This is an optimization exercise on Yosys and OpenROAD, whose aim is a short achievable clock period and few clock cycles, not a production implementation. No run shown here included a check of the RTL's function; only the layout flow was run. No driver is modelled on the clock port, so clocking that relies on it looks cheaper here than on a real chip. No activity file was given, so power comes from the tool's default toggle rates.

File: flow/design.v
`timescale 1ns / 1ps
module RV32core(
        input clk,   
        input rst,   
        output[31:0] imem_addr,
        input [31:0] imem_data,
        output[31:0] dmem_addr,
        output[31:0] dmem_wdata,
        output[3:0]  dmem_wstrb,
        input [31:0] dmem_rdata
    );
    localparam BI = 4;               
    localparam NB = 1 << BI;
    localparam HI = 5;               
    localparam NH = 1 << HI;
    localparam LH = 5;               
    localparam NP = 1 << LH;
    localparam RD = 4;               
    localparam T_BR = 2'd0, T_JAL = 2'd1, T_RET = 2'd2, T_IND = 2'd3;
    reg [31:0] pc_f;
    reg        v_d;
    reg [31:0] ir_d, pc_d, ptgt_d, pc4_d, brt_d, jalt_d;
    reg        pt_d;                 
    reg        bp_d;                 
    reg [HI-1:0] bi_d;               
    reg        v_e;
    reg [31:0] a_e, b_e, sd_e;       
    reg        a_m, b_m, s_m;       
    reg        a_h, b_h;            
    reg [10:0] alu_e;                
    reg [31:0] link_e, alt_e, ctgt_e, jcmp_e, pc_e;
    reg        br_e, jal_e, jalr_e, ret_e, call_e, ld_e, st_e, wen_e, pt_e;
    reg [5:0]  mc_e;                 
    reg        jx_e, jc_e;           
    reg [2:0]  f3_e;
    reg [4:0]  rd_e;
    reg [HI-1:0] bi_e;
    reg [31:0] res_m, wdata_m;
    reg [3:0]  wstrb_m;
    reg        ld_m, wen_m;
    reg [2:0]  f3_m;
    reg [4:0]  rd_m;
    reg [31:0] val_w;
    reg        wen_w;
    reg [4:0]  rd_w;
    reg [31:0] rf [1:31];
    reg          btb_v   [0:NB-1];
    reg [31:BI+2] btb_tag [0:NB-1];
    reg [31:0]   btb_tgt [0:NB-1];
    reg [1:0]    btb_typ [0:NB-1];
    reg [LH-1:0] dh      [0:NH-1];   
    reg          dp      [0:NH-1];   
    reg [7:0]    lp_tag  [0:NH-1];
    reg [4:0]    lp_trip [0:NH-1];   
    reg [4:0]    lp_cnt  [0:NH-1];   
    reg          lp_conf [0:NH-1];
    reg [1:0]    pht     [0:NP-1];
    reg [31:0]   ras     [0:RD-1];
    reg [1:0]    ras_sp;             
    wire [15:0] ld_h = res_m[1] ? dmem_rdata[31:16] : dmem_rdata[15:0];
    wire [7:0]  ld_b = res_m[0] ? ld_h[15:8] : ld_h[7:0];
    wire [31:0] ld_v = f3_m[1] ? dmem_rdata :
                       f3_m[0] ? {{16{~f3_m[2] & ld_h[15]}}, ld_h} :
                                 {{24{~f3_m[2] & ld_b[7]}}, ld_b};
    wire [31:0] val_m = ld_m ? ld_v : res_m;
    reg [31:0] pc_o, res_o;
    assign imem_addr = pc_o;
    wire [BI-1:0] bx_f = pc_f[BI+1:2];
    wire [HI-1:0] hx_f = pc_f[HI+1:2];
    wire hit_f = btb_v[bx_f] && btb_tag[bx_f] == pc_f[31:BI+2];
    wire [1:0] typ_f = btb_typ[bx_f];
    wire bp_f = dp[hx_f];
    wire taken_f = hit_f && (typ_f != T_BR || bp_f);
    wire [31:0] ras_top = ras[ras_sp];
    wire [31:0] tgt_f = typ_f == T_RET ? ras_top : btb_tgt[bx_f];
    wire [31:0] pc4_f = pc_f + 32'd4;
    wire [31:0] fimm_b = {{20{imem_data[31]}}, imem_data[7], imem_data[30:25], imem_data[11:8], 1'b0};
    wire [31:0] fimm_j = {{12{imem_data[31]}}, imem_data[19:12], imem_data[20], imem_data[30:21], 1'b0};
    wire [13:0] brt_lo  = {1'b0, pc_f[12:0]} + {1'b0, fimm_b[12:0]};
    wire [18:0] brt_hp  = pc_f[31:13] + 19'd1;
    wire [18:0] brt_hm  = pc_f[31:13] - 19'd1;
    wire [18:0] brt_hi  = (fimm_b[31] & ~brt_lo[13]) ? brt_hm :
                          (~fimm_b[31] & brt_lo[13]) ? brt_hp : pc_f[31:13];
    wire [31:0] brt_f   = {brt_hi, brt_lo[12:0]};
    wire [21:0] jalt_lo = {1'b0, pc_f[20:0]} + {1'b0, fimm_j[20:0]};
    wire [10:0] jalt_hp = pc_f[31:21] + 11'd1;
    wire [10:0] jalt_hm = pc_f[31:21] - 11'd1;
    wire [10:0] jalt_hi = (fimm_j[31] & ~jalt_lo[21]) ? jalt_hm :
                          (~fimm_j[31] & jalt_lo[21]) ? jalt_hp : pc_f[31:21];
    wire [31:0] jalt_f  = {jalt_hi, jalt_lo[20:0]};
    wire [6:0] op = ir_d[6:0];
    wire [2:0] f3 = ir_d[14:12];
    wire [4:0] rd = ir_d[11:7], rs1 = ir_d[19:15], rs2 = ir_d[24:20];
    wire is_lui   = v_d && op == 7'b0110111;
    wire is_auipc = v_d && op == 7'b0010111;
    wire is_jal   = v_d && op == 7'b1101111;
    wire is_jalr  = v_d && op == 7'b1100111;
    wire is_br    = v_d && op == 7'b1100011;
    wire is_ld    = v_d && op == 7'b0000011;
    wire is_st    = v_d && op == 7'b0100011;
    wire is_opi   = v_d && op == 7'b0010011;
    wire is_op    = v_d && op == 7'b0110011;
    wire writes  = is_lui | is_auipc | is_jal | is_jalr | is_ld | is_opi | is_op;
    wire wen_d   = writes && rd != 5'd0;
    wire a_rs1   = is_op | is_opi | is_ld | is_st | is_br | is_jalr;
    wire b_rs2   = is_op | is_br;
    wire use1    = a_rs1;
    wire use2    = is_op | is_br | is_st;
    wire is_call = (is_jal | is_jalr) && (rd == 5'd1 || rd == 5'd5);
    wire is_ret  = is_jalr && rd == 5'd0 && (rs1 == 5'd1 || rs1 == 5'd5);
    wire [31:0] imm_i = {{20{ir_d[31]}}, ir_d[31:20]};
    wire [31:0] imm_s = {{20{ir_d[31]}}, ir_d[31:25], ir_d[11:7]};
    wire [31:0] imm_b = {{20{ir_d[31]}}, ir_d[7], ir_d[30:25], ir_d[11:8], 1'b0};
    wire [31:0] imm_u = {ir_d[31:12], 12'b0};
    wire [31:0] imm_j = {{12{ir_d[31]}}, ir_d[19:12], ir_d[20], ir_d[30:21], 1'b0};
    wire [31:0] rf1 = rs1 == 5'd0 ? 32'd0 : rf[rs1];
    wire [31:0] rf2 = rs2 == 5'd0 ? 32'd0 : rf[rs2];
    wire [31:0] rv1 = (wen_m && rd_m == rs1) ? val_m : (wen_w && rd_w == rs1) ? val_w : rf1;
    wire [31:0] rv2 = (wen_m && rd_m == rs2) ? val_m : (wen_w && rd_w == rs2) ? val_w : rf2;
    wire stall_d = ld_e && rd_e != 5'd0 &&
                   ((use1 && rs1 == rd_e) || (use2 && rs2 == rd_e));
    wire m1 = wen_e && rd_e == rs1;
    wire m2 = wen_e && rd_e == rs2;
    wire ras_ok = 1'b1;
    wire id_jal  = is_jal && !pt_d;
    wire id_br   = is_br && !pt_d && bp_d;
    wire id_ret  = is_ret && !pt_d && ras_ok;
    wire id_bad  = pt_d && !(is_br | is_jal | is_jalr);
    wire [31:0] id_tgt = id_jal ? jalt_d : id_br ? brt_d : id_ret ? ras_top : pc4_d;
    wire [31:0] A  = {a_h ? res_m[31:16] : a_e[31:16], a_m ? res_m[15:0] : a_e[15:0]};
    wire [31:0] B  = {b_h ? res_m[31:16] : b_e[31:16], b_m ? res_m[15:0] : b_e[15:0]};
    wire [31:0] SD = s_m ? res_m : sd_e;
    wire [31:0] sum  = A + B;
    wire [31:0] diff = A - B;
    wire eq  = A == B;
    wire [30:0] c_lt0 = ~A[30:0] & B[30:0];
    wire [30:0] c_eq0 = ~(A[30:0] ^ B[30:0]);
    wire [15:0] c_lt1, c_eq1;
    wire [7:0]  c_lt2, c_eq2;
    wire [3:0]  c_lt3, c_eq3;
    wire [1:0]  c_lt4, c_eq4;
    genvar g;
    generate
        for (g = 0; g < 15; g = g + 1) begin : cmp1
            assign c_lt1[g] = c_lt0[2*g+1] | c_eq0[2*g+1] & c_lt0[2*g];
            assign c_eq1[g] = c_eq0[2*g+1] & c_eq0[2*g];
        end
        for (g = 0; g < 8; g = g + 1) begin : cmp2
            assign c_lt2[g] = c_lt1[2*g+1] | c_eq1[2*g+1] & c_lt1[2*g];
            assign c_eq2[g] = c_eq1[2*g+1] & c_eq1[2*g];
        end
        for (g = 0; g < 4; g = g + 1) begin : cmp3
            assign c_lt3[g] = c_lt2[2*g+1] | c_eq2[2*g+1] & c_lt2[2*g];
            assign c_eq3[g] = c_eq2[2*g+1] & c_eq2[2*g];
        end
        for (g = 0; g < 2; g = g + 1) begin : cmp4
            assign c_lt4[g] = c_lt3[2*g+1] | c_eq3[2*g+1] & c_lt3[2*g];
            assign c_eq4[g] = c_eq3[2*g+1] & c_eq3[2*g];
        end
    endgenerate
    assign c_lt1[15] = c_lt0[30];
    assign c_eq1[15] = c_eq0[30];
    wire lt_lo = c_lt4[1] | c_eq4[1] & c_lt4[0];
    wire ltu = ~A[31] & B[31] | ~(A[31] ^ B[31]) & lt_lo;
    wire lt  = A[31] & ~B[31] | ~(A[31] ^ B[31]) & lt_lo;
    wire [4:0] sh = B[4:0];
    wire [31:0] r_sll = A << sh;
    wire [31:0] r_srl = A >> sh;
    wire [63:0] r_sra64 = {{32{A[31]}}, A} >> sh;
    wire [31:0] r_sra = r_sra64[31:0];
    wire [31:0] res_e =
        {32{alu_e[0]}}  & sum |
        {32{alu_e[1]}}  & diff[31:0] |
        {32{alu_e[2]}}  & (A & B) |
        {32{alu_e[3]}}  & (A | B) |
        {32{alu_e[4]}}  & (A ^ B) |
        {32{alu_e[5]}}  & r_sll |
        {32{alu_e[6]}}  & r_srl |
        {32{alu_e[7]}}  & r_sra |
        {32{alu_e[8]}}  & {31'd0, lt} |
        {32{alu_e[9]}}  & {31'd0, ltu} |
        {32{alu_e[10]}} & link_e;
    wire mis_br = mc_e[0] & eq | mc_e[1] & ~eq | mc_e[2] & lt | mc_e[3] & ~lt |
                  mc_e[4] & ltu | mc_e[5] & ~ltu;
    wire taken_e = mis_br ^ pt_e;
    wire redirect_ex = mis_br | jx_e | jc_e & (A != jcmp_e);
    wire [31:0] jtgt_e = {sum[31:1], 1'b0};
    wire [31:0] tgt_ex = jalr_e ? jtgt_e : alt_e;
    wire redirect_id0 = id_jal | id_br | id_ret | id_bad;
    wire redirect_id = !redirect_ex && !stall_d && redirect_id0;
    wire f_ret = imem_data[6:0] == 7'b1100111 && imem_data[11:7] == 5'd0 &&
                 (imem_data[19:15] == 5'd1 || imem_data[19:15] == 5'd5);
    wire [31:0] pc_nx = stall_d ? pc_f : redirect_id0 ? id_tgt : f_ret ? ras_top :
                        taken_f ? tgt_f : pc4_f;
    wire [3:0] strb_e = f3_e[1] ? 4'b1111 :
                        f3_e[0] ? (4'b0011 << sum[1:0]) : (4'b0001 << sum[1:0]);
    wire [31:0] wd_e = f3_e[1] ? SD : f3_e[0] ? {2{SD[15:0]}} : {4{SD[7:0]}};
    assign dmem_addr  = res_o;
    assign dmem_wdata = wdata_m;
    assign dmem_wstrb = wstrb_m;
    integer i;
    always @(posedge clk or posedge rst) begin
        if (rst) begin
            pc_f <= 32'd0;
            v_d <= 1'b0;
            pt_d <= 1'b0;
        end else begin
            pc_f <= redirect_ex ? tgt_ex : pc_nx;
            if (redirect_ex || redirect_id) begin
                v_d <= 1'b0;
                pt_d <= 1'b0;
            end else if (!stall_d) begin
                v_d <= 1'b1;
                pt_d <= taken_f | f_ret;
            end
        end
    end
    always @(posedge clk) begin
        if (!stall_d) begin
            ir_d <= imem_data;
            pc_d <= pc_f;
            pc4_d <= pc4_f;
            brt_d <= brt_f;
            jalt_d <= jalt_f;
            ptgt_d <= f_ret ? ras_top : tgt_f;
            bp_d <= bp_f;
            bi_d <= hx_f;
        end
    end
    wire go_e = !redirect_ex && !stall_d;
    wire pt_n = pt_d | id_br | id_ret;           
    wire [31:0] ptgt_n = pt_d ? ptgt_d : ras_top;
    always @(posedge clk or posedge rst) begin
        if (rst) begin
            v_e <= 1'b0;
            a_m <= 1'b0; b_m <= 1'b0; s_m <= 1'b0;
            alu_e <= 11'd0;
            br_e <= 1'b0; jal_e <= 1'b0; jalr_e <= 1'b0; ret_e <= 1'b0; call_e <= 1'b0;
            ld_e <= 1'b0; st_e <= 1'b0; wen_e <= 1'b0; pt_e <= 1'b0;
            mc_e <= 6'd0; jx_e <= 1'b0; jc_e <= 1'b0;
        end else if (!go_e) begin
            v_e <= 1'b0;
            a_m <= 1'b0; b_m <= 1'b0; s_m <= 1'b0;
            alu_e <= 11'd0;
            br_e <= 1'b0; jal_e <= 1'b0; jalr_e <= 1'b0; ret_e <= 1'b0; call_e <= 1'b0;
            ld_e <= 1'b0; st_e <= 1'b0; wen_e <= 1'b0; pt_e <= 1'b0;
            mc_e <= 6'd0; jx_e <= 1'b0; jc_e <= 1'b0;
        end else begin
            v_e <= v_d;
            a_m <= a_rs1 && m1;
            b_m <= b_rs2 && m2;
            s_m <= is_st && m2;
            alu_e[0]  <= is_lui | is_auipc | is_ld | is_st |
                         (is_op & f3 == 3'd0 & ~ir_d[30]) | (is_opi & f3 == 3'd0);
            alu_e[1]  <= is_op & f3 == 3'd0 & ir_d[30];
            alu_e[2]  <= (is_op | is_opi) & f3 == 3'd7;
            alu_e[3]  <= (is_op | is_opi) & f3 == 3'd6;
            alu_e[4]  <= (is_op | is_opi) & f3 == 3'd4;
            alu_e[5]  <= (is_op | is_opi) & f3 == 3'd1;
            alu_e[6]  <= (is_op | is_opi) & f3 == 3'd5 & ~ir_d[30];
            alu_e[7]  <= (is_op | is_opi) & f3 == 3'd5 & ir_d[30];
            alu_e[8]  <= (is_op | is_opi) & f3 == 3'd2;
            alu_e[9]  <= (is_op | is_opi) & f3 == 3'd3;
            alu_e[10] <= is_jal | is_jalr;
            br_e <= is_br; jal_e <= is_jal; jalr_e <= is_jalr; ret_e <= is_ret; call_e <= is_call;
            ld_e <= is_ld; st_e <= is_st; wen_e <= wen_d;
            pt_e <= pt_n;
            mc_e <= {is_br & (f3 == (pt_n ? 3'd6 : 3'd7)), is_br & (f3 == (pt_n ? 3'd7 : 3'd6)),
                     is_br & (f3 == (pt_n ? 3'd4 : 3'd5)), is_br & (f3 == (pt_n ? 3'd5 : 3'd4)),
                     is_br & (f3 == (pt_n ? 3'd0 : 3'd1)), is_br & (f3 == (pt_n ? 3'd1 : 3'd0))};
            jx_e <= is_jalr & ~pt_n;
            jc_e <= is_jalr & pt_n;
        end
    end
    always @(posedge clk) begin
        a_h <= !rst && go_e && a_rs1 && m1;
        b_h <= !rst && go_e && b_rs2 && m2;
        a_e <= is_auipc ? pc_d : is_lui ? 32'd0 : rv1;
        b_e <= b_rs2 ? rv2 : is_st ? imm_s : (is_lui | is_auipc) ? imm_u : imm_i;
        sd_e <= rv2;
        link_e <= pc4_d;
        alt_e <= pt_n ? pc4_d : brt_d;
        ctgt_e <= is_jal ? jalt_d : brt_d;
        jcmp_e <= ptgt_n - imm_i;
        pc_e <= pc_d;
        f3_e <= f3;
        rd_e <= rd;
        bi_e <= bi_d;
    end
    always @(posedge clk or posedge rst) begin
        if (rst) begin
            wstrb_m <= 4'd0;
            ld_m <= 1'b0;
            wen_m <= 1'b0;
        end else begin
            wstrb_m <= st_e ? strb_e : 4'd0;
            ld_m <= ld_e;
            wen_m <= wen_e;
        end
    end
    always @(posedge clk) begin
        pc_o <= rst ? 32'd0 : redirect_ex ? tgt_ex : pc_nx;
        res_o <= rst ? 32'd0 : res_e;
        res_m <= res_e;
        wdata_m <= wd_e;
        f3_m <= f3_e;
        rd_m <= rd_e;
    end
    always @(posedge clk or posedge rst) begin
        if (rst) wen_w <= 1'b0;
        else wen_w <= wen_m;
    end
    always @(posedge clk) begin
        val_w <= val_m;
        rd_w <= rd_m;
    end
    always @(posedge clk) begin
        if (wen_w) rf[rd_w] <= val_w;
    end
    reg          u_btb, u_br, u_tk, rst_q;
    reg [BI-1:0] u_bx;
    reg [HI-1:0] u_hx;
    reg [7:0]    u_ltag;
    reg [31:BI+2] u_tag;
    reg [31:0]   u_tgt;
    reg [1:0]    u_typ;
    reg [LH-1:0] u_h;
    reg [7:0]    u_otag;
    reg [4:0]    u_cnt, u_trip;
    reg          u_conf;
    always @(posedge clk or posedge rst) begin
        if (rst) begin
            u_btb <= 1'b0; u_br <= 1'b0;
        end else begin
            u_btb <= br_e && taken_e || jal_e || jalr_e && !ret_e;
            u_br <= br_e;
        end
    end
    always @(posedge clk) begin
        rst_q <= rst;
        u_tk <= taken_e;
        u_bx <= pc_e[BI+1:2];
        u_hx <= bi_e;
        u_ltag <= pc_e[HI+9:HI+2];
        u_tag <= pc_e[31:BI+2];
        u_tgt <= jalr_e ? jtgt_e : ctgt_e;
        u_typ <= br_e ? T_BR : jal_e ? T_JAL : ret_e ? T_RET : T_IND;
    end
    wire [LH-1:0] d_h  = u_h;
    wire [1:0]    d_c  = pht[d_h];
    wire [1:0]    d_c1 = u_tk ? (d_c == 2'b11 ? 2'b11 : d_c + 2'd1) :
                                (d_c == 2'b00 ? 2'b00 : d_c - 2'd1);
    wire [LH-1:0] d_h1 = {d_h[LH-2:0], u_tk};
    wire          l_hit  = u_otag == u_ltag;
    wire [4:0]    l_cnt0  = l_hit ? u_cnt : 5'd0;
    wire [4:0]    l_trip0 = l_hit ? u_trip : 5'd0;
    wire          l_conf0 = l_hit & u_conf;
    wire [5:0]    l_run   = {1'b0, l_cnt0} + 6'd1;       
    reg  [4:0]    l_cnt1, l_trip1;
    reg           l_conf1;
    always @(*) begin
        if (u_tk) begin
            if (l_cnt0 == 5'd31) begin
                l_cnt1 = 5'd0; l_trip1 = 5'd0; l_conf1 = 1'b0;
            end else begin
                l_cnt1 = l_cnt0 + 5'd1; l_trip1 = l_trip0; l_conf1 = l_conf0;
            end
        end else begin
            l_cnt1 = 5'd0;
            if (l_run == {1'b0, l_trip0}) begin
                l_trip1 = l_trip0; l_conf1 = 1'b1;
            end else begin
                l_trip1 = l_run[4:0]; l_conf1 = 1'b0;
            end
        end
    end
    wire          e_same = u_br && u_hx == bi_e;
    always @(posedge clk) begin
        u_h    <= e_same ? d_h1    : dh[bi_e];
        u_otag <= e_same ? u_ltag  : lp_tag[bi_e];
        u_cnt  <= e_same ? l_cnt1  : lp_cnt[bi_e];
        u_trip <= e_same ? l_trip1 : lp_trip[bi_e];
        u_conf <= e_same ? l_conf1 : lp_conf[bi_e];
    end
    reg           w_v, w_lc;
    reg [4:0]     w_cnt, w_trip;
    reg [HI-1:0]  w_hx;
    reg [LH-1:0]  w_h1;
    always @(posedge clk or posedge rst) begin
        if (rst) w_v <= 1'b0;
        else w_v <= u_br;
    end
    always @(posedge clk) begin
        w_hx <= u_hx;
        w_h1 <= d_h1;
        w_lc <= l_conf1;
        w_cnt <= l_cnt1;
        w_trip <= l_trip1;
    end
    wire [1:0]    w_c = pht[w_h1];
    wire          w_pht = w_c[1];
    wire          w_lp = {1'b0, w_cnt} + 6'd1 < {1'b0, w_trip};
    always @(posedge clk) begin
        if (rst_q) begin
            for (i = 0; i < NB; i = i + 1) btb_v[i] <= 1'b0;
            for (i = 0; i < NH; i = i + 1) begin
                dh[i] <= {LH{1'b0}};
                dp[i] <= 1'b0;
                lp_tag[i] <= 8'd0;
                lp_trip[i] <= 5'd0;
                lp_cnt[i] <= 5'd0;
                lp_conf[i] <= 1'b0;
            end
            for (i = 0; i < NP; i = i + 1) pht[i] <= 2'b01;
            for (i = 0; i < RD; i = i + 1) ras[i] <= 32'd0;
            ras_sp <= 2'd0;
        end else begin
            if (u_btb) btb_v[u_bx] <= 1'b1;
            if (u_br) begin
                pht[d_h] <= d_c1;
                dh[u_hx] <= d_h1;
                lp_tag[u_hx] <= u_ltag;
                lp_trip[u_hx] <= l_trip1;
                lp_cnt[u_hx] <= l_cnt1;
                lp_conf[u_hx] <= l_conf1;
            end
            if (w_v) dp[w_hx] <= w_lc ? w_lp : w_pht;
            if (call_e) begin
                ras[ras_sp + 2'd1] <= link_e;
                ras_sp <= ras_sp + 2'd1;
            end else if (ret_e) begin
                ras_sp <= ras_sp - 2'd1;
            end
        end
    end
    always @(posedge clk) begin
        if (u_btb) begin
            btb_tag[u_bx] <= u_tag;
            btb_tgt[u_bx] <= u_tgt;
            btb_typ[u_bx] <= u_typ;
        end
    end
endmodule
File: flow/flow/run.sh
#!/bin/bash
# Layout: the standard ORFS flow with two changes.
#  * synthesis leaves adders to abc as plain gates (ADDER_MAP_FILE empty)
#    instead of mapping them onto the library's full/half adder cells
#  * timing repair is asked to leave SETUP_SLACK_MARGIN ns of setup slack at
#    the design's clock period, so it works on the real critical paths
# Each tool's output is in synth.log and layout.log, and ORFS's logs under orfs/.
set -euo pipefail
MARGIN=${MARGIN:-12.8}
bash standard.sh ADDER_MAP_FILE= synth > synth.log 2>&1
bash standard.sh ADDER_MAP_FILE= SETUP_SLACK_MARGIN=$MARGIN finish > layout.log 2>&1
File: flow/standard.sh
#!/bin/bash
# synth_recipe.tcl (not shown) runs the flow's synth.tcl, then flattens the netlist and writes it again
# the make line also repeats each setting of config.mk as NAME=value (left out here)
make -C /OpenROAD-flow-scripts/flow DESIGN_CONFIG=/design/flow/config.mk WORK_HOME=/design/flow/orfs CLKGATE_MAP_FILE= SYNTH_SCRIPT=/design/flow/synth_recipe.tcl "${@:-finish}"
File: flow/config.mk
export PLATFORM = sky130hd
export DESIGN_NAME = RV32core
export DESIGN_NICKNAME = RV32core
export VERILOG_FILES = /design/flow/design.v
export SDC_FILE = /design/flow/constraint.sdc
export NUM_CORES = 8
export LEC_CHECK = 0
export ABC_CLOCK_PERIOD_IN_PS = 1000
export CAP_MARGIN = 20
export CORE_MARGIN = 2
export CORE_UTILIZATION = 40
export SLEW_MARGIN = 20
File: flow/constraint.sdc
create_clock -name core_clock -period 17.0 [get_ports {clk}]
set_input_delay 3.4000 -clock core_clock [delete_from_list [all_inputs] [get_ports {clk}]]
set_output_delay 3.4000 -clock core_clock [all_outputs]
set_load 0.01 [all_outputs]
==> summary.txt, run 1 <==
Die
  – Site row count: 240
  – Chip height: 658 um
  – I/O pin cnt: 166
  – Initial cell density of the core: 0.401
  – Die Wd: 658 um
  – Floorplan core area: 426000 um^2
  – Die area: 433000 um^2

Synthesis
  – Synth cell types: 102
  – Syn Inst Count: 11320
  – Main flop type after synthesis: edfxtp_1
  – Seq cells post-synth: 3786
  – Asr flop ratio synth: 0.0198
  – Mapped Avg Cell Area: 15.1 um^2
  – Syn_nets: 11386
  – Synth area leaders: edfxtp_1 55%, mux4_2 15%, dfxtp_1 6.8%, nor2_1 2.4%, mux2i_1 2.2%
  – Post-synth top area cell: edfxtp_1
  – Fraction of synthesized cell area taken by the top area cell type: 0.550
  – Register area share after synthesis: 0.629
  – Top cells by count, synth: 3133 x edfxtp_1, 1153 x mux4_2, 1092 x nor2_1, 673 x clkbuf_1, 578 x dfxtp_1
  – EDFF count, synth: 3133
  – Post-Syn Area: 171000 um^2
  – Count leader, synth: edfxtp_1
  – Yosys warnings: 1

Timing
  – Maximum clock frequency: 176 MHz
  – Setup_tns: 0 ns
  – Hold Slack: 0.322 ns
  – Final Hold Viols: 0
  – Clk_skew: 0.0799 ns
  – Slew Viols, Final: 0
  – Unrepaired setup endpoints after global routing: yes
  – Minimum clock period after layout: 5.67 ns
  – Worst rel slew slack: 0.169
  – Setup-failing EPs final: 0
  – Slew @ Worst Pin: 1.24 ns
  – Tcrit/Tclk final: 0.334

Power
  – Power per standard cell area: 143 nW/um^2
  – Peak supply drop: 118 uV
  – Leakage: 69.1 nW
  – Total chip power: 28.8 mW

Final layout
  – Number of nets in the layout: 11718
  – Final std cells w/o fill: 17696
  – Synthesis-to-finish area growth: 18.0%
  – Final non-filler cell area: 202000 um^2
  – Ratio of cells with drive above 1 in the final layout: 0.307

Critical path
  – Worst EP required: 17.72 ns
  – Flop-to-flop setup slack: 12.30 ns
  – WP data arrival: 6.40 ns
  – Startpoint Class: primary input
  – Crit Path Category: in -> reg
  – Worst Setup End Kind: register
  – Worst-path maximum fanout: 7

Drt
  – WL/cell: 34.3 um
  – Routed WL: 606000 um
  – Antenna-violating nets left: 0
  – Initial DRC Count: 13920
  – DRC viols: 0
  – First drt pass iteration count: 7
  – Post-DR vias/cell: 6.19
  – Vias: 109490

Clocking
  – CTS tree: done
  – Worst-Skew Late Latency: 1.03 ns
  – Sink Count: 3786
  – Reg clk slew, reported paths: 0.06 ns
  – Max Root-Sink Buffers: 4
  – Hold_buf cts: 0
  – Root Driver: clkbuf_16
  – H-tree Lvls: 5
  – CTS buffer count: 397

Placed design
  – Routability Congestion: 1.02
  – Area after DPL: 180000 um^2
  – DP Cell Count: 16601
  – DP HPWL: 383000 um
  – # port buffers: 165

Worst hold path
  – Worst min path class: reg -> reg

GRT
  – Largest net degree at the start of global routing: 122
  – Initial antenna violation count: 36
  – GRT overflow: 0
  – First-pass GRT wire length: 840000 um
  – Vias in the first global route: 107802
  – GRT Total Usage: 0.273

Flow run
  – Max Cap Viol: 0

Status
  – Status: complete, no violations
-- timing repair --
item	CTS	global route
pin swaps	220	152
resized for setup	1397	341
endpoints found under the setup margin	844	497
gates cloned	33	5
setup buffers	221	79
-- power by group --
part / switching (mW) / internal [mW] / total (mW)
combinational: 4.23 / 3.24 / 7.47
sequential: 1.26 / 11.1 / 12.4
clock: 3.79 / 5.14 / 8.93
-- path summary, 6_finish.rpt --
kind,startpoint,endpoint,cells after the start
max,imem_data[24],jalt_d[31],16
min,pc_e[22],u_tag[22],0
max reg2reg,pc_f[2],pc_o[2],16
min reg2reg,pc_e[22],u_tag[22],0
max in group asynchronous,rst,wen_w,4
min in group asynchronous,rst,a_m,3
-- per-layer routing --
layer  wire length [um]  GRT usage
met1             238000      0.370
met5                104          0
met2             275000      0.418
met4              39600      0.152
met3              53100     0.0469
-- cell usage in the layout, fill, tap and decap left out, types with 250 or more instances in the layout --
cell	instances
and2_1	250
and3_1	371
mux2i_1	335
a21oi_1	301
mux4_2	1153
clkbuf_16	404
buf_4	422
edfxtp_1	3133
nor2_1	920
dfxtp_1	447
nand2_1	490
-- state kept, by name (all words and copies together), names as in the netlist, 64 cells and up, named ones only --
register	flops
btb_tag	416
btb_tgt	512
dh	160
lp_cnt	160
lp_tag	256
lp_trip	160
pht	64
ras	128
rf	992
-- cell type report --
type,instances,area (um^2)
antenna,15,37.5
clock buffer,501,10700
clock inverter,240,2610
fill,36192,225000
inverter,121,507
multi-input combinational,6528,64200
sequential,3786,108000
tap,5687,7120
timing repair buffer,818,8700
-- cells by family (layout without fill, tap and decap cells) --
kind of cell / Yosys count / count (layout) / share of synthesized area
XOR/XNOR: 383 / 383 / 0.0196
multiplexers: 1698 / 1698 / 0.185
AO/OA/AOI/OAI: 1529 / 1531 / 0.0598
AND/OR/NAND/NOR: 2871 / 2875 / 0.0804
flip-flops: 3786 / 3786 / 0.629
other: 0 / 15 / 0
adder cells (fa/ha/maj): 41 / 41 / 0.00240
buffers and inverters: 1012 / 1680 / 0.0234
-- critical path, cell delays in order --
cell and delay [ns]:
buf_8 0.10, o211ai_1 0.26, o31ai_4 0.15, buf_6 0.19, o211ai_1 0.24, buf_4 0.25, a31oi_1 0.15, nor4b_2 0.38
a311oi_2 0.10, a21oi_2 0.18, buf_4 0.15, a21oi_4 0.06, buf_12 0.15, o211ai_4 0.31, o22ai_2 0.16, xor2_1 0.15
-- through the flow --
stage,setup WS [ns],utilization
2_1_floorplan,10.95,-
3_3_place_gp,9.33,0.423
4_1_cts,11.42,0.468
3_5_place_dp,9.42,0.423
5_1_grt,11.23,0.473
6_report,11.33,0.473
==> inputs of run 2 (changes only) <==
--- a/flow/design.v
+++ b/flow/design.v
@@ -19,7 +19,9 @@
     localparam T_BR = 2'd0, T_JAL = 2'd1, T_RET = 2'd2, T_IND = 2'd3;
     reg [31:0] pc_f;
     reg        v_d;
-    reg [31:0] ir_d, pc_d, ptgt_d, pc4_d, brt_d, jalt_d;
+    reg [31:0] ir_d, pc_d, ptgt_d, pc4_d;
+    reg [13:0] brl_d;                
+    reg [21:0] jall_d;               
     reg        pt_d;                 
     reg        bp_d;                 
     reg [HI-1:0] bi_d;               
@@ -77,17 +79,7 @@
     wire [31:0] fimm_b = {{20{imem_data[31]}}, imem_data[7], imem_data[30:25], imem_data[11:8], 1'b0};
     wire [31:0] fimm_j = {{12{imem_data[31]}}, imem_data[19:12], imem_data[20], imem_data[30:21], 1'b0};
     wire [13:0] brt_lo  = {1'b0, pc_f[12:0]} + {1'b0, fimm_b[12:0]};
-    wire [18:0] brt_hp  = pc_f[31:13] + 19'd1;
-    wire [18:0] brt_hm  = pc_f[31:13] - 19'd1;
-    wire [18:0] brt_hi  = (fimm_b[31] & ~brt_lo[13]) ? brt_hm :
-                          (~fimm_b[31] & brt_lo[13]) ? brt_hp : pc_f[31:13];
-    wire [31:0] brt_f   = {brt_hi, brt_lo[12:0]};
     wire [21:0] jalt_lo = {1'b0, pc_f[20:0]} + {1'b0, fimm_j[20:0]};
-    wire [10:0] jalt_hp = pc_f[31:21] + 11'd1;
-    wire [10:0] jalt_hm = pc_f[31:21] - 11'd1;
-    wire [10:0] jalt_hi = (fimm_j[31] & ~jalt_lo[21]) ? jalt_hm :
-                          (~fimm_j[31] & jalt_lo[21]) ? jalt_hp : pc_f[31:21];
-    wire [31:0] jalt_f  = {jalt_hi, jalt_lo[20:0]};
     wire [6:0] op = ir_d[6:0];
     wire [2:0] f3 = ir_d[14:12];
     wire [4:0] rd = ir_d[11:7], rs1 = ir_d[19:15], rs2 = ir_d[24:20];
@@ -113,6 +105,16 @@
     wire [31:0] imm_b = {{20{ir_d[31]}}, ir_d[7], ir_d[30:25], ir_d[11:8], 1'b0};
     wire [31:0] imm_u = {ir_d[31:12], 12'b0};
     wire [31:0] imm_j = {{12{ir_d[31]}}, ir_d[19:12], ir_d[20], ir_d[30:21], 1'b0};
+    wire [18:0] brt_hp  = pc_d[31:13] + 19'd1;
+    wire [18:0] brt_hm  = pc_d[31:13] - 19'd1;
+    wire [18:0] brt_hi  = (ir_d[31] & ~brl_d[13]) ? brt_hm :
+                          (~ir_d[31] & brl_d[13]) ? brt_hp : pc_d[31:13];
+    wire [31:0] brt_d   = {brt_hi, brl_d[12:0]};
+    wire [10:0] jalt_hp = pc_d[31:21] + 11'd1;
+    wire [10:0] jalt_hm = pc_d[31:21] - 11'd1;
+    wire [10:0] jalt_hi = (ir_d[31] & ~jall_d[21]) ? jalt_hm :
+                          (~ir_d[31] & jall_d[21]) ? jalt_hp : pc_d[31:21];
+    wire [31:0] jalt_d  = {jalt_hi, jall_d[20:0]};
     wire [31:0] rf1 = rs1 == 5'd0 ? 32'd0 : rf[rs1];
     wire [31:0] rf2 = rs2 == 5'd0 ? 32'd0 : rf[rs2];
     wire [31:0] rv1 = (wen_m && rd_m == rs1) ? val_m : (wen_w && rd_w == rs1) ? val_w : rf1;
@@ -220,8 +222,8 @@
             ir_d <= imem_data;
             pc_d <= pc_f;
             pc4_d <= pc4_f;
-            brt_d <= brt_f;
-            jalt_d <= jalt_f;
+            brl_d <= brt_lo;
+            jall_d <= jalt_lo;
             ptgt_d <= f_ret ? ras_top : tgt_f;
             bp_d <= bp_f;
             bi_d <= hx_f;
==> run 2 against run 1 <==
Against the previous run:
- fmax fell by 8.3%
- non-clock buffer count fell by 13
- sequential share of layout area barely moved
- core utilization barely moved
- largest cell class unchanged
- flip-flop and latch count fell by 28
- design area fell by 0.76%
- total power fell by 3.9%
- synthesized area fell by 0.58%
- routed wire length fell by 0.54%
- synthesized cell count rose by 0.64%
- clock-buffer cell count rose by 12
- clock power fell by 3.0%
- largest power group unchanged
==> summary.txt, run 2 <==
Status
  – Status: complete, no violations

GRT
  – GRT Total Usage: 0.272
  – First-pass GRT wire length: 839000 um
  – Largest net degree at the start of global routing: 130
  – Vias in the first global route: 108512
  – Initial antenna violation count: 39
  – GRT overflow: 0

Drt
  – DRC viols: 0
  – Post-DR vias/cell: 6.18
  – First drt pass iteration count: 18
  – WL/cell: 34.0 um
  – Initial DRC Count: 14323
  – Antenna-violating nets left: 0
  – Vias: 109735
  – Routed WL: 603000 um

Synthesis
  – Main flop type after synthesis: edfxtp_1
  – Synth Area in Simple Gates: 0.0814
  – Fraction of synthesized cell area taken by the top area cell type: 0.549
  – Post-synth top area cell: edfxtp_1
  – Xor and xnor fraction of the mapped netlist area: 0.0207
  – Count leader, synth: edfxtp_1
  – Synth cell types: 103
  – Yosys warnings: 1
  – Top cells by count, synth: 3105 x edfxtp_1, 1128 x mux4_2, 1054 x nor2_1, 658 x nand2_1, 656 x clkbuf_1
  – EDFF count, synth: 3105
  – Syn_nets: 11459
  – Syn Inst Count: 11393
  – Post-Synth Adder-Cell Area: 0.00296
  – Main combinational cell family by area after synthesis: multiplexers
  – Register area share after synthesis: 0.628
  – Mapped Avg Cell Area: 14.9 um^2
  – Asr flop ratio synth: 0.0200
  – Post-Syn Area: 170000 um^2
  – Seq cells post-synth: 3758
  – Synth area leaders: edfxtp_1 55%, mux4_2 15%, dfxtp_1 6.8%, mux2i_1 2.4%, nor2_1 2.3%
  – Synth Area in Compound Gates: 0.0625
  – Mux cell area share after synthesis: 0.182

Timing
  – Setup-failing EPs final: 0
  – Worst rel slew slack: 0.0715
  – Unrepaired setup endpoints after global routing: yes
  – Slew Viols, Final: 0
  – Clk_skew: 0.0935 ns
  – Setup_tns: 0 ns
  – Final Hold Viols: 0
  – Worst setup margin: 10.81 ns
  – Slew @ Worst Pin: 1.39 ns
  – Minimum clock period after layout: 6.19 ns
  – Maximum clock frequency: 162 MHz
  – Tcrit/Tclk final: 0.364

Flow run
  – Max Cap Viol: 0

Critical path
  – Worst EP required: 17.76 ns
  – Worst-path maximum fanout: 4
  – Startpoint Class: primary input
  – Crit Path Category: in -> reg
  – Worst r2r path cells: 15
  – Worst Setup End Kind: register
  – WP data arrival: 6.94 ns

Die
  – Floorplan core area: 423000 um^2
  – Chip height: 656 um
  – Initial cell density of the core: 0.401
  – Die Wd: 656 um
  – I/O pin cnt: 166
  – Site row count: 239
  – Die area: 430000 um^2

Clocking
  – Max Root-Sink Buffers: 4
  – Root Driver: clkbuf_16
  – CTS tree: done
  – Sink Count: 3758
  – Hold_buf cts: 0
  – Reg clk slew, reported paths: 0.06 ns
  – CTS buffer count: 395
  – H-tree Lvls: 5
  – Worst-Skew Late Latency: 1.02 ns

Power
  – Switching Power: 8.82 mW
  – Total chip power: 27.7 mW
  – Power per standard cell area: 138 nW/um^2
  – Combinational share of power: 0.248
  – Leakage: 69.3 nW
  – Switching share of power: 0.319
  – Seq pwr share: 0.439
  – Peak supply drop: 115 uV
  – Internal power: 18.9 mW
  – Clk pwr share: 0.313

Final layout
  – Fill cell count: 36183
  – Biggest regs: rf: 992 flops, btb_tgt: 512 flops, btb_tag: 416 flops
  – Synthesis-to-finish area growth: 17.8%
  – Multi-input logic area: 63700 um^2
  – Reg area: 107000 um^2
  – Ratio of cells with drive above 1 in the final layout: 0.291
  – Commonest non-fill, non-tap cell in the layout: edfxtp_1
  – Biggest register: rf
  – Number of nets in the layout: 11795
  – Final std cells w/o fill: 17754
  – Most frequent cells in the layout: 3105 x edfxtp_1, 1128 x mux4_2, 932 x nor2_1
  – Max reg flops: 992
  – Final non-filler cell area: 200000 um^2

Worst hold path
  – Worst min path class: reg -> reg
  – Hold Path Stages: 0

Placed design
  – Dpl ws: 8.67 ns
  – Area after DPL: 179000 um^2
  – DP HPWL: 377000 um
  – # port buffers: 165
  – DP Cell Count: 16646
  – Routability Congestion: 0.988
## run 2: timing repair
action	in CTS	in global routing
pin swaps	145	169
resized for setup	1348	392
setup endpoints to repair	555	365
cloned	42	5
setup buffers	175	126
## run 2: cells by family after synthesis
logic type	after synthesis
and+or+nand+nor	2907
AOI/OAI and AO/OA	1628
muxes	1657
xor gates and xnor gates	400
adders and majority gates	49
buffers and inverters	994
DFF	3758
## run 2: cell type report
cell class | count | share of cell area
clock inverters | 226 | 0.0102
clock buffers | 513 | 0.0541
flip-flops and latches | 3758 | 0.535
repair buffers | 805 | 0.0447
repair inverters | 1 | 0.0000438
diodes | 20 | 0.000250
well taps | 5663 | 0.0354
inverters | 122 | 0.00252
multi-input cells | 6646 | 0.318
## run 2: path summary, 6_finish.rpt
path	from	endpoint	slack (ns)
worst max-delay path	imem_data[8]	brl_d[13]	10.81
worst min-delay path	pc_e[12]	u_tag[12]	0.27
worst max register to register	pc_f[2]	pc_o[0]	12.43
worst min register to register	pc_e[12]	u_tag[12]	0.27
max in group asynchronous	rst	b_m	13.24
min in group asynchronous	rst	pc_f[2]	2.80
## run 2: critical path: stages
cell	delay, ns
buf_8	0.12
nand2_8	0.07
a21oi_4	0.08
maj3_2	0.33
maj3_2	0.34
maj3_2	0.32
maj3_2	0.31
maj3_2	0.32
maj3_2	0.35
maj3_2	0.35
maj3_2	0.33
maj3_2	0.32
maj3_2	0.29
## run 2: metrics by stage
stage / hold slack, ns / util
floorplan: 0.310 / -
global placement: 0.316 / 0.423
detailed placement: 0.314 / 0.423
CTS: 0.263 / 0.466
global route: 0.268 / 0.473
finish: 0.272 / 0.473
## run 2: routing by layer
layer	global-route usage	up-vias	part of all wire
met4	0.160	22	0.070
li1	-	45199	-
met1	0.355	57182	0.38
met5	0	-	0.00024
met3	0.0529	1434	0.088
met2	0.425	5898	0.46
## run 2: power by group through the flow
stage,sequential [mW],clock (mW),combinational [mW]
floorplan,11.5,0,4.15
global placement,12.3,0,5.94
detailed placement,12.3,0,5.97
CTS,12.1,8.76,6.55
global route,12.2,9.12,7.16
finish,12.2,8.66,6.86
==> inputs of run 3 (changes only) <==
--- a/flow/design.v
+++ b/flow/design.v
@@ -9,7 +9,7 @@
         output[3:0]  dmem_wstrb,
         input [31:0] dmem_rdata
     );
-    localparam BI = 4;               
+    localparam BI = 5;               
     localparam NB = 1 << BI;
     localparam HI = 5;               
     localparam NH = 1 << HI;
@@ -20,8 +20,6 @@
     reg [31:0] pc_f;
     reg        v_d;
     reg [31:0] ir_d, pc_d, ptgt_d, pc4_d;
-    reg [13:0] brl_d;                
-    reg [21:0] jall_d;               
     reg        pt_d;                 
     reg        bp_d;                 
     reg [HI-1:0] bi_d;               
@@ -67,8 +65,9 @@
     wire [31:0] val_m = ld_m ? ld_v : res_m;
     reg [31:0] pc_o, res_o;
     assign imem_addr = pc_o;
-    wire [BI-1:0] bx_f = pc_f[BI+1:2];
-    wire [HI-1:0] hx_f = pc_f[HI+1:2];
+    reg  [4:0]    px_f;
+    wire [BI-1:0] bx_f = px_f[BI-1:0];
+    wire [HI-1:0] hx_f = px_f[HI-1:0];
     wire hit_f = btb_v[bx_f] && btb_tag[bx_f] == pc_f[31:BI+2];
     wire [1:0] typ_f = btb_typ[bx_f];
     wire bp_f = dp[hx_f];
@@ -76,10 +75,6 @@
     wire [31:0] ras_top = ras[ras_sp];
     wire [31:0] tgt_f = typ_f == T_RET ? ras_top : btb_tgt[bx_f];
     wire [31:0] pc4_f = pc_f + 32'd4;
-    wire [31:0] fimm_b = {{20{imem_data[31]}}, imem_data[7], imem_data[30:25], imem_data[11:8], 1'b0};
-    wire [31:0] fimm_j = {{12{imem_data[31]}}, imem_data[19:12], imem_data[20], imem_data[30:21], 1'b0};
-    wire [13:0] brt_lo  = {1'b0, pc_f[12:0]} + {1'b0, fimm_b[12:0]};
-    wire [21:0] jalt_lo = {1'b0, pc_f[20:0]} + {1'b0, fimm_j[20:0]};
     wire [6:0] op = ir_d[6:0];
     wire [2:0] f3 = ir_d[14:12];
     wire [4:0] rd = ir_d[11:7], rs1 = ir_d[19:15], rs2 = ir_d[24:20];
@@ -105,16 +100,8 @@
     wire [31:0] imm_b = {{20{ir_d[31]}}, ir_d[7], ir_d[30:25], ir_d[11:8], 1'b0};
     wire [31:0] imm_u = {ir_d[31:12], 12'b0};
     wire [31:0] imm_j = {{12{ir_d[31]}}, ir_d[19:12], ir_d[20], ir_d[30:21], 1'b0};
-    wire [18:0] brt_hp  = pc_d[31:13] + 19'd1;
-    wire [18:0] brt_hm  = pc_d[31:13] - 19'd1;
-    wire [18:0] brt_hi  = (ir_d[31] & ~brl_d[13]) ? brt_hm :
-                          (~ir_d[31] & brl_d[13]) ? brt_hp : pc_d[31:13];
-    wire [31:0] brt_d   = {brt_hi, brl_d[12:0]};
-    wire [10:0] jalt_hp = pc_d[31:21] + 11'd1;
-    wire [10:0] jalt_hm = pc_d[31:21] - 11'd1;
-    wire [10:0] jalt_hi = (ir_d[31] & ~jall_d[21]) ? jalt_hm :
-                          (~ir_d[31] & jall_d[21]) ? jalt_hp : pc_d[31:21];
-    wire [31:0] jalt_d  = {jalt_hi, jall_d[20:0]};
+    wire [31:0] brt_d  = pc_d + imm_b;
+    wire [31:0] jalt_d = pc_d + imm_j;
     wire [31:0] rf1 = rs1 == 5'd0 ? 32'd0 : rf[rs1];
     wire [31:0] rf2 = rs2 == 5'd0 ? 32'd0 : rf[rs2];
     wire [31:0] rv1 = (wen_m && rd_m == rs1) ? val_m : (wen_w && rd_w == rs1) ? val_w : rf1;
@@ -190,10 +177,7 @@
     wire [31:0] tgt_ex = jalr_e ? jtgt_e : alt_e;
     wire redirect_id0 = id_jal | id_br | id_ret | id_bad;
     wire redirect_id = !redirect_ex && !stall_d && redirect_id0;
-    wire f_ret = imem_data[6:0] == 7'b1100111 && imem_data[11:7] == 5'd0 &&
-                 (imem_data[19:15] == 5'd1 || imem_data[19:15] == 5'd5);
-    wire [31:0] pc_nx = stall_d ? pc_f : redirect_id0 ? id_tgt : f_ret ? ras_top :
-                        taken_f ? tgt_f : pc4_f;
+    wire [31:0] pc_nx = stall_d ? pc_f : redirect_id0 ? id_tgt : taken_f ? tgt_f : pc4_f;
     wire [3:0] strb_e = f3_e[1] ? 4'b1111 :
                         f3_e[0] ? (4'b0011 << sum[1:0]) : (4'b0001 << sum[1:0]);
     wire [31:0] wd_e = f3_e[1] ? SD : f3_e[0] ? {2{SD[15:0]}} : {4{SD[7:0]}};
@@ -213,7 +197,7 @@
                 pt_d <= 1'b0;
             end else if (!stall_d) begin
                 v_d <= 1'b1;
-                pt_d <= taken_f | f_ret;
+                pt_d <= taken_f;
             end
         end
     end
@@ -222,9 +206,7 @@
             ir_d <= imem_data;
             pc_d <= pc_f;
             pc4_d <= pc4_f;
-            brl_d <= brt_lo;
-            jall_d <= jalt_lo;
-            ptgt_d <= f_ret ? ras_top : tgt_f;
+            ptgt_d <= tgt_f;
             bp_d <= bp_f;
             bi_d <= hx_f;
         end
@@ -302,6 +284,7 @@
     end
     always @(posedge clk) begin
         pc_o <= rst ? 32'd0 : redirect_ex ? tgt_ex : pc_nx;
+        px_f <= redirect_ex ? tgt_ex[6:2] : pc_nx[6:2];
         res_o <= rst ? 32'd0 : res_e;
         res_m <= res_e;
         wdata_m <= wd_e;
@@ -334,7 +317,7 @@
         if (rst) begin
             u_btb <= 1'b0; u_br <= 1'b0;
         end else begin
-            u_btb <= br_e && taken_e || jal_e || jalr_e && !ret_e;
+            u_btb <= br_e && taken_e || jal_e || jalr_e;
             u_br <= br_e;
         end
     end
==> flow/flow/run.sh (replaced) <==
#!/bin/bash
# Layout: the standard ORFS flow with three changes.
#  * synthesis leaves adders to abc as plain gates (ADDER_MAP_FILE empty)
#    instead of mapping them onto the library's full/half adder cells
#  * timing repair is asked to leave SETUP_SLACK_MARGIN ns of setup slack at
#    the design's clock period, so it works on the real critical paths
#  * before detailed placement, each flip-flop that drives an output port's
#    buffer is moved next to that buffer (flow/pull_outs.tcl)
# Each tool's output is in synth.log and layout.log, and ORFS's logs under orfs/.
set -euo pipefail
MARGIN=${MARGIN:-12.8}
HERE=$(pwd)
bash standard.sh ADDER_MAP_FILE= synth > synth.log 2>&1
bash standard.sh ADDER_MAP_FILE= SETUP_SLACK_MARGIN=$MARGIN PRE_DETAIL_PLACE_TCL=$HERE/flow/pull_outs.tcl finish > layout.log 2>&1
==> flow/flow/pull_outs.tcl (new file) <==
# Pull each flip-flop that drives an output port's buffer next to that buffer,
# so the flop's Q net is short; detailed placement then legalizes.
set block [ord::get_db_block]
set moved 0
foreach bterm [$block getBTerms] {
  if {[$bterm getIoType] ne "OUTPUT"} { continue }
  set net [$bterm getNet]
  if {$net eq "NULL"} { continue }
  set buf ""
  foreach it [$net getITerms] { if {[$it isOutputSignal]} { set buf [$it getInst] } }
  if {$buf eq ""} { continue }
  set n2 ""
  foreach it [$buf getITerms] { if {[$it isInputSignal]} { set n2 [$it getNet] } }
  if {$n2 eq "" || $n2 eq "NULL"} { continue }
  if {[llength [$n2 getITerms]] != 2} { continue }
  set ff ""
  foreach it [$n2 getITerms] { if {[$it isOutputSignal]} { set ff [$it getInst] } }
  if {$ff eq ""} { continue }
  if {![string match "*df*" [[$ff getMaster] getName]]} { continue }
  set loc [$buf getLocation]
  $ff setLocation [lindex $loc 0] [lindex $loc 1]
  incr moved
}
puts "pull_outs: moved $moved flip-flops next to their output buffers"
--- a/flow/config.mk
+++ b/flow/config.mk
@@ -5,7 +5,7 @@
 export SDC_FILE = /design/flow/constraint.sdc
 export NUM_CORES = 8
 export LEC_CHECK = 0
-export ABC_CLOCK_PERIOD_IN_PS = 1000
+export ABC_CLOCK_PERIOD_IN_PS = 100
 export CAP_MARGIN = 20
 export CORE_MARGIN = 2
 export CORE_UTILIZATION = 40
==> run 3 against run 2 <==
Against the previous run:
- still clean
- flip-flop and latch count increased by 929
- first-iteration DRC count increased by 32%
- cell count rose by 16%
- combinational power is 21% higher
- global-route usage shrank 0.16 points
- core utilization is 0.29 points lower
- largest cell class unchanged
- highest routed layer unchanged
==> summary.txt, run 3 <==
Timing
  – Slew @ Worst Pin: 1.37 ns
  – Setup-failing EPs final: 0
  – Final Hold Viols: 0
  – Unrepaired setup endpoints after global routing: yes
  – Worst rel slew slack: 0.0819
  – Tcrit/Tclk final: 0.291
  – Setup_tns: 0 ns
  – Maximum clock frequency: 202 MHz
  – Slew Viols, Final: 0
  – Clk_skew: 0.0790 ns
  – Minimum clock period after layout: 4.95 ns
  – Worst setup margin: 12.05 ns

Drt
  – First drt pass iteration count: 10
  – Vias: 129520
  – Antenna-violating nets left: 0
  – Post-DR vias/cell: 6.27
  – WL/cell: 35.0 um
  – Routed WL: 724000 um
  – Initial DRC Count: 18898
  – DRC viols: 0

Critical path
  – Worst EP required: 13.60 ns
  – Worst setup path endpoint: dmem_wstrb[0]
  – Worst r2r path cells: 18
  – WP data arrival: 1.55 ns
  – Flop-to-flop setup slack: 12.21 ns
  – Startpoint Class: register
  – CP delay by family, top: flip-flops
  – Worst r2r dst: pc_o[6]
  – CP Launch Point: wstrb_m[0]
  – Critical R2R Launch: px_f[0]
  – Buf/Inv on CP: 1
  – Worst Setup End Kind: primary output
  – Crit path cell chain: buf_6
  – Critical Path Max Stage Delay: 0.37 ns
  – Crit Path Category: reg -> out
  – Slowest cell on crit path: dfrtp_1
  – Crit path depth: 1
  – Worst-path maximum fanout: 1

Placed design
  – Routability Congestion: 1.00
  – DP HPWL: 436000 um
  – Area after DPL: 216000 um^2
  – # port buffers: 165
  – Dpl ws: 8.29 ns

Final layout
  – Biggest regs: btb_tgt: 1024 flops, rf: 992 flops, btb_tag: 800 flops
  – Synthesis-to-finish area growth: 16.9%
  – Most frequent cells in the layout: 4004 x edfxtp_1, 1378 x mux4_2, 971 x nor2_1
  – Final non-filler cell area: 241000 um^2
  – Biggest register: btb_tgt
  – Commonest non-fill, non-tap cell in the layout: edfxtp_1
  – Number of nets in the layout: 13477
  – Ratio of cells with drive above 1 in the final layout: 0.276
  – Max reg flops: 1024

Clocking
  – Sink Count: 4687
  – H-tree Lvls: 6
  – Root Driver: clkbuf_16
  – CTS buffer count: 518
  – CTS tree: done
  – Reg clk slew, reported paths: 0.07 ns
  – Hold_buf cts: 0
  – Max Root-Sink Buffers: 4
  – Worst-Skew Late Latency: 1.10 ns

Synthesis
  – Synth Area in Compound Gates: 0.0578
  – Seq cells post-synth: 4687
  – Mux cell area share after synthesis: 0.176
  – Main flop type after synthesis: edfxtp_1
  – Fraction of synthesized cell area taken by the top area cell type: 0.583
  – Post-synth top area cell: edfxtp_1
  – Post-Synth Adder-Cell Area: 0.00215
  – Yosys warnings: 1
  – Count leader, synth: edfxtp_1
  – Synth Area in Simple Gates: 0.0727
  – Syn_nets: 13102
  – Syn Inst Count: 13036
  – Mapped Avg Cell Area: 15.8 um^2
  – Synth area leaders: edfxtp_1 58%, mux4_2 15%, dfxtp_1 5.9%, mux2i_1 1.9%, nor2_1 1.9%
  – Synth cell types: 113
  – Main combinational cell family by area after synthesis: multiplexers
  – EDFF count, synth: 4004
  – Asr flop ratio synth: 0.0160
  – Post-Syn Area: 206000 um^2
  – Register area share after synthesis: 0.651
  – Xor and xnor fraction of the mapped netlist area: 0.0179
  – Top cells by count, synth: 4004 x edfxtp_1, 1378 x mux4_2, 1054 x nor2_1, 691 x clkbuf_1, 677 x nand2_1

Worst hold path
  – Worst min path class: reg -> reg
  – Hold_sp: pc_e[11]

Power
  – Leakage: 82.4 nW
  – Peak supply drop: 117 uV
  – Power per standard cell area: 144 nW/um^2
  – Total chip power: 34.8 mW

GRT
  – GRT Total Usage: 0.271
  – Largest net degree at the start of global routing: 111
  – Vias in the first global route: 124830
  – First-pass GRT wire length: 999000 um
  – Initial antenna violation count: 77
  – GRT overflow: 0

Status
  – Status: complete, no violations

Flow run
  – Max Cap Viol: 0

Die
  – Floorplan core area: 513000 um^2
  – Initial cell density of the core: 0.402
  – I/O pin cnt: 166
  – Die Wd: 722 um
  – Site row count: 263
  – Die area: 522000 um^2
  – Chip height: 722 um
run 3: changes by cell type in the layout (fill, tap and decap cells not counted), sizes merged, moves of 31 or more:
| cell | before | now |
|---|---|---|
| nor3 | 84 | 120 |
| and3 | 350 | 435 |
| clkbuf | 519 | 707 |
| xor2 | 104 | 151 |
| mux4 | 1128 | 1378 |
| edfxtp | 3105 | 4004 |
| diode | 20 | 67 |
| o22ai | 62 | 93 |
| a21oi | 367 | 327 |
| a22oi | 30 | 82 |
run 3: metrics by stage:
stage	hold slack (ns)	utilization	instances
2_1_floorplan	0.310	-	13036
3_3_place_gp	0.312	0.421	19342
3_5_place_dp	0.313	0.421	19343
4_1_cts	0.320	0.465	20512
5_1_grt	0.321	0.470	20633
6_report	0.318	0.470	20660
run 3: how the worst min path moves through the flow:
stage / endpoint / depth (start not counted)
floorplan: f3_m[2] / 0
global placement: f3_m[2] / 0
detailed placement: u_tag[12] / 0
CTS: f3_m[2] / 0
global route: u_tag[11] / 0
finish: u_tag[11] / 0
run 3: what timing repair did:
action	CTS	global route
setup buffers	179	74
pin swaps	125	126
setup endpoints to repair	663	320
gates cloned	45	5
gates resized for setup	1189	289
run 3: routing by layer:
layer | vias to the layer above | global-route usage | share of wire
li1 | 52458 | - | -
met1 | 67748 | 0.372 | 0.39
met2 | 7618 | 0.408 | 0.44
met3 | 1652 | 0.0571 | 0.10
met4 | 44 | 0.138 | 0.062
met5 | - | 0 | 0.00040
run 3: final cells by class:
| cell class | count | area [um^2] |
|---|---|---|
| Clock inverter | 244 | 2620 |
| Clock buffer | 701 | 14400 |
| Multi-Input combinational cell | 7234 | 71400 |
| Antenna cell | 67 | 168 |
| Timing Repair Buffer | 850 | 9210 |
| Sequential cell | 4687 | 134000 |
| Tap cell | 6757 | 8450 |
| Fill cell | 43640 | 272000 |
| Inverter | 120 | 497 |
run 3: cell families after synthesis:
family | count (synthesis)
AND/OR/NAND/NOR | 3101
XOR/XNOR | 421
buffers and inverters | 1120
AO/OA/AOI/OAI | 1768
adder cells (fa/ha/maj) | 44
multiplexers | 1895
flip-flops | 4687
run 3: report_power, final:
group	switching [mW]	internal [mW]
combinational	4.93	3.37
sequential	1.42	13.8
clock	4.81	6.44
total	11.2	23.6
==> inputs of run 4 (changes only) <==
==> flow/flow/run.sh (replaced) <==
#!/bin/bash
set -euo pipefail
MARGIN=${MARGIN:-12.8}
HERE=$(pwd)
bash standard.sh ADDER_MAP_FILE= synth > synth.log 2>&1
bash standard.sh ADDER_MAP_FILE= SETUP_SLACK_MARGIN=$MARGIN \
  PRE_DETAIL_PLACE_TCL=$HERE/flow/pull_outs.tcl POST_CTS_TCL=$HERE/flow/drop_root.tcl \
  finish > layout.log 2>&1
==> flow/flow/drop_root.tcl (new file) <==
set block [ord::get_db_block]
set clknet [[$block findBTerm clk] getNet]
set loads {}
foreach it [$clknet getITerms] { if {[$it isInputSignal]} { lappend loads $it } }
if {[llength $loads] == 1} {
  set root [[lindex $loads 0] getInst]
  set onet ""
  foreach it [$root getITerms] { if {[$it isOutputSignal]} { set onet [$it getNet] } }
  set sinks {}
  if {$onet ne ""} {
    foreach it [$onet getITerms] { if {[$it isInputSignal]} { lappend sinks $it } }
  }
  if {$onet ne "" && [llength $sinks] > 0 && [llength $sinks] <= 4 && [string match "*clkbuf*" [[$root getMaster] getName]]} {
    foreach it $sinks { $it disconnect; $it connect $clknet }
    foreach it [$root getITerms] { $it disconnect }
    odb::dbInst_destroy $root
    odb::dbNet_destroy $onet
    puts "drop_root: [llength $sinks] clock buffers now driven by the clock port"
  } else {
    puts "drop_root: root buffer kept ([llength $sinks] loads)"
  }
} else {
  puts "drop_root: clock port drives [llength $loads] pins; nothing done"
}
==> run 4 against run 3 <==
Against the previous run:
- first-iteration DRC count is 1.6% lower
- die area stayed put
- clock-buffer cell count decreased by 1
- register-to-register slack about the same
- synthesized area is the same
- global-route usage hardly changed
- non-clock buffer count up 25
- fmax increased by 3.4%
- cell count is 0.13% higher
- clock skew is 0.014 ns lower
- critical path type is now reg -> reg
==> summary.txt, run 4 <==
Clocking
  – CTS tree: done
  – Sink Count: 4687
  – Worst-Skew Late Latency: 0.82 ns
  – Reg clk slew, reported paths: 0.06 ns

Critical path
  – Startpoint Class: register
  – Slowest cell on crit path: a211oi_4
  – Critical Path Max Stage Delay: 0.70 ns
  – CP delay by family, top: buffers and inverters
  – Crit path cell chain: buf_8, buf_16, buf_12, buf_16, buf_12, buf_16, mux4_2, mux2i_1, o22ai_2, or4_4, a211oi_2, and4_1, nand4_1, buf_6, buf_6, buf_16, buf_12, nor2_4, a2111oi_4, a211oi_4
  – Most used cell, CP: buf_16
  – WP data arrival: 5.40 ns
  – Worst-path maximum fanout: 6
  – Crit Path Category: reg -> reg
  – Worst EP required: 17.61 ns
  – Worst Setup End Kind: register
  – Buf/Inv on CP: 10

Synthesis
  – Fraction of synthesized cell area taken by the top area cell type: 0.583
  – EDFF count, synth: 4004
  – Count leader, synth: edfxtp_1
  – Top cells by count, synth: 4004 x edfxtp_1, 1378 x mux4_2, 1054 x nor2_1, 691 x clkbuf_1, 677 x nand2_1
  – Mapped Avg Cell Area: 15.8 um^2
  – Seq cells post-synth: 4687
  – Synth area leaders: edfxtp_1 58%, mux4_2 15%, dfxtp_1 5.9%, mux2i_1 1.9%, nor2_1 1.9%
  – Asr flop ratio synth: 0.0160
  – Yosys warnings: 1
  – Post-Syn Area: 206000 um^2
  – Syn Inst Count: 13036
  – Synth cell types: 113
  – Register area share after synthesis: 0.651
  – Post-synth top area cell: edfxtp_1
  – Main flop type after synthesis: edfxtp_1
  – Syn_nets: 13102

Timing
  – Hold Slack: 0.318 ns
  – Clk_skew: 0.0654 ns
  – Tcrit/Tclk final: 0.282
  – Final Hold Viols: 0
  – Worst rel slew slack: 0.0884
  – Slew @ Worst Pin: 1.36 ns
  – Minimum clock period after layout: 4.79 ns
  – Maximum clock frequency: 209 MHz
  – Unrepaired setup endpoints after global routing: yes
  – Setup-failing EPs final: 0
  – Setup_tns: 0 ns
  – Slew Viols, Final: 0

Drt
  – First drt pass iteration count: 8
  – Post-DR vias/cell: 6.26
  – Antenna-violating nets left: 0
  – Routed WL: 724000 um
  – WL/cell: 35.0 um
  – DRC viols: 0
  – Initial DRC Count: 18604
  – Vias: 129559

Die
  – I/O pin cnt: 166
  – Die area: 522000 um^2
  – Site row count: 263
  – Initial cell density of the core: 0.402
  – Chip height: 722 um
  – Die Wd: 722 um
  – Floorplan core area: 513000 um^2

Final layout
  – Most frequent cells in the layout: 4004 x edfxtp_1, 1378 x mux4_2, 965 x nor2_1
  – Max reg flops: 1024
  – Biggest regs: btb_tgt: 1024 flops, rf: 992 flops, btb_tag: 800 flops
  – Commonest non-fill, non-tap cell in the layout: edfxtp_1
  – Number of nets in the layout: 13501
  – Biggest register: btb_tgt
  – Synthesis-to-finish area growth: 17.1%
  – Fill cell count: 43599
  – Ratio of cells with drive above 1 in the final layout: 0.280

Worst hold path
  – Worst min path class: reg -> reg

GRT
  – GRT overflow: 0
  – Largest net degree at the start of global routing: 111
  – Initial antenna violation count: 78
  – Vias in the first global route: 124768
  – First-pass GRT wire length: 999000 um
  – GRT Total Usage: 0.270

Power
  – Leakage: 82.6 nW
  – Peak supply drop: 118 uV
  – Power per standard cell area: 144 nW/um^2

Placed design
  – Routability Congestion: 1.00
  – DP HPWL: 436000 um
  – # port buffers: 165

Status
  – Status: complete, no violations

Flow run
  – Max Cap Viol: 0
-- run 4: cell types whose count changed in the layout (fill, tap and decap cells not counted), sizes merged --
cell,before,now
clkdlybuf4s50,41,37
dlygate4sd2,14,0
buf,765,792
clkinvlp,10,11
clkbuf,707,721
inv,141,142
dlymetal6s2s,5,6
diode,67,70
clkinv,185,183
-- run 4: report_power, final --
part	total, mW	internal [mW]	leakage (nW)	switching (mW)
Sequential	15.2	13.8	43.9	1.41
Clock	11.2	6.43	8.27	4.77
Combinational	8.31	3.37	30.4	4.93
Total	34.7	23.6	82.6	11.1
-- run 4: per-stage QoR --
step	cells	power [mW]	area [um^2]	utilization	setup WS (ns)
global route	20662	35.7	242000	0.471	12.22
detailed placement	19343	22.6	216000	0.421	8.29
finish	20687	34.7	242000	0.471	12.21
global placement	19342	22.6	216000	0.421	9.42
floorplan	13036	19.4	206000	-	12.06
-- run 4: path summary, 6_finish.rpt --
path                           from         end  slack [ns]  cells after the start
min in group asynchronous       rst    pc_f[30]        2.78                      3
hold reg to reg            pc_e[11]   u_tag[11]        0.32                      0
setup reg to reg            px_f[0]     pc_o[1]       12.21                     20
hold / removal             pc_e[11]   u_tag[11]        0.32                      0
max in group asynchronous       rst  wstrb_m[1]       13.32                      5
setup / recovery            px_f[0]     pc_o[1]       12.21                     20
-- run 4: cell type report --
type,count,area [um^2],area share
Clock inverter,244,2620,0.0108
Timing Repair Buffer,875,9420,0.0390
Inverter,120,504,0.00209
Sequential cell,4687,134000,0.556
Tap cell,6757,8450,0.0350
Multi-Input combinational cell,7234,71600,0.296
Antenna cell,70,175,0.000725
Clock buffer,700,14400,0.0594
-- run 4: cell families after synthesis --
kind of cell,count (synthesis),share of synthesized area
adders and majority gates,44,0.00215
buffers and inverters,1120,0.0223
xor gates and xnor gates,421,0.0179
AOI/OAI and AO/OA,1768,0.0578
and+or+nand+nor,3101,0.0727
muxes,1895,0.176
DFF,4687,0.651
-- run 4: metal layers --
layer | up-vias | routed length [um] | track usage
met5 | - | 356 | 0
met4 | 52 | 44900 | 0.134
met3 | 1629 | 75700 | 0.0582
met2 | 7611 | 322000 | 0.408
met1 | 67746 | 281000 | 0.372
li1 | 52521 | - | -

-- re-timing with driven ports --
The flow's constraints put no driver on any port. The routed layouts listed below were extracted and timed again, unchanged, in two steps. Step 1: set_driving_cell puts a clkbuf_16 on clk and a buf_2 on each other input, an assumption about the parent block. Step 2 also shifts input and output timing later by t, the mid clock arrival at the registers, as if the neighbouring blocks saw the same clock. Three values: no drivers, after step 1, after step 2; two values: the first two.
run | t (ns) | slack for setup (ns) | worst hold slack (ns) | worst setup path after step 2 | worst data-port slew with drivers (ns)
run 1 | 1.080 | 11.326 / 11.281 / 10.201 | 0.322 / 0.322 / 0.322 | input to register | 0.29
run 2 | 1.081 | 10.814 / 10.742 / 9.660 | 0.272 / 0.272 / 0.272 | input to register | 0.32
run 3 | 1.183 | 12.046 / 11.927 / 11.548 | 0.318 / 0.318 / 0.318 | input to register | 0.30
run 4 | 1.036 | 12.208 / 12.071 / 11.444 | 0.318 / 0.318 / 0.318 | input to register | 0.30
After both steps every run listed still meets setup and hold. The setup slack of run 2, which loses most, moves by -0.072 ns with the drivers and by -1.154 ns with both steps.
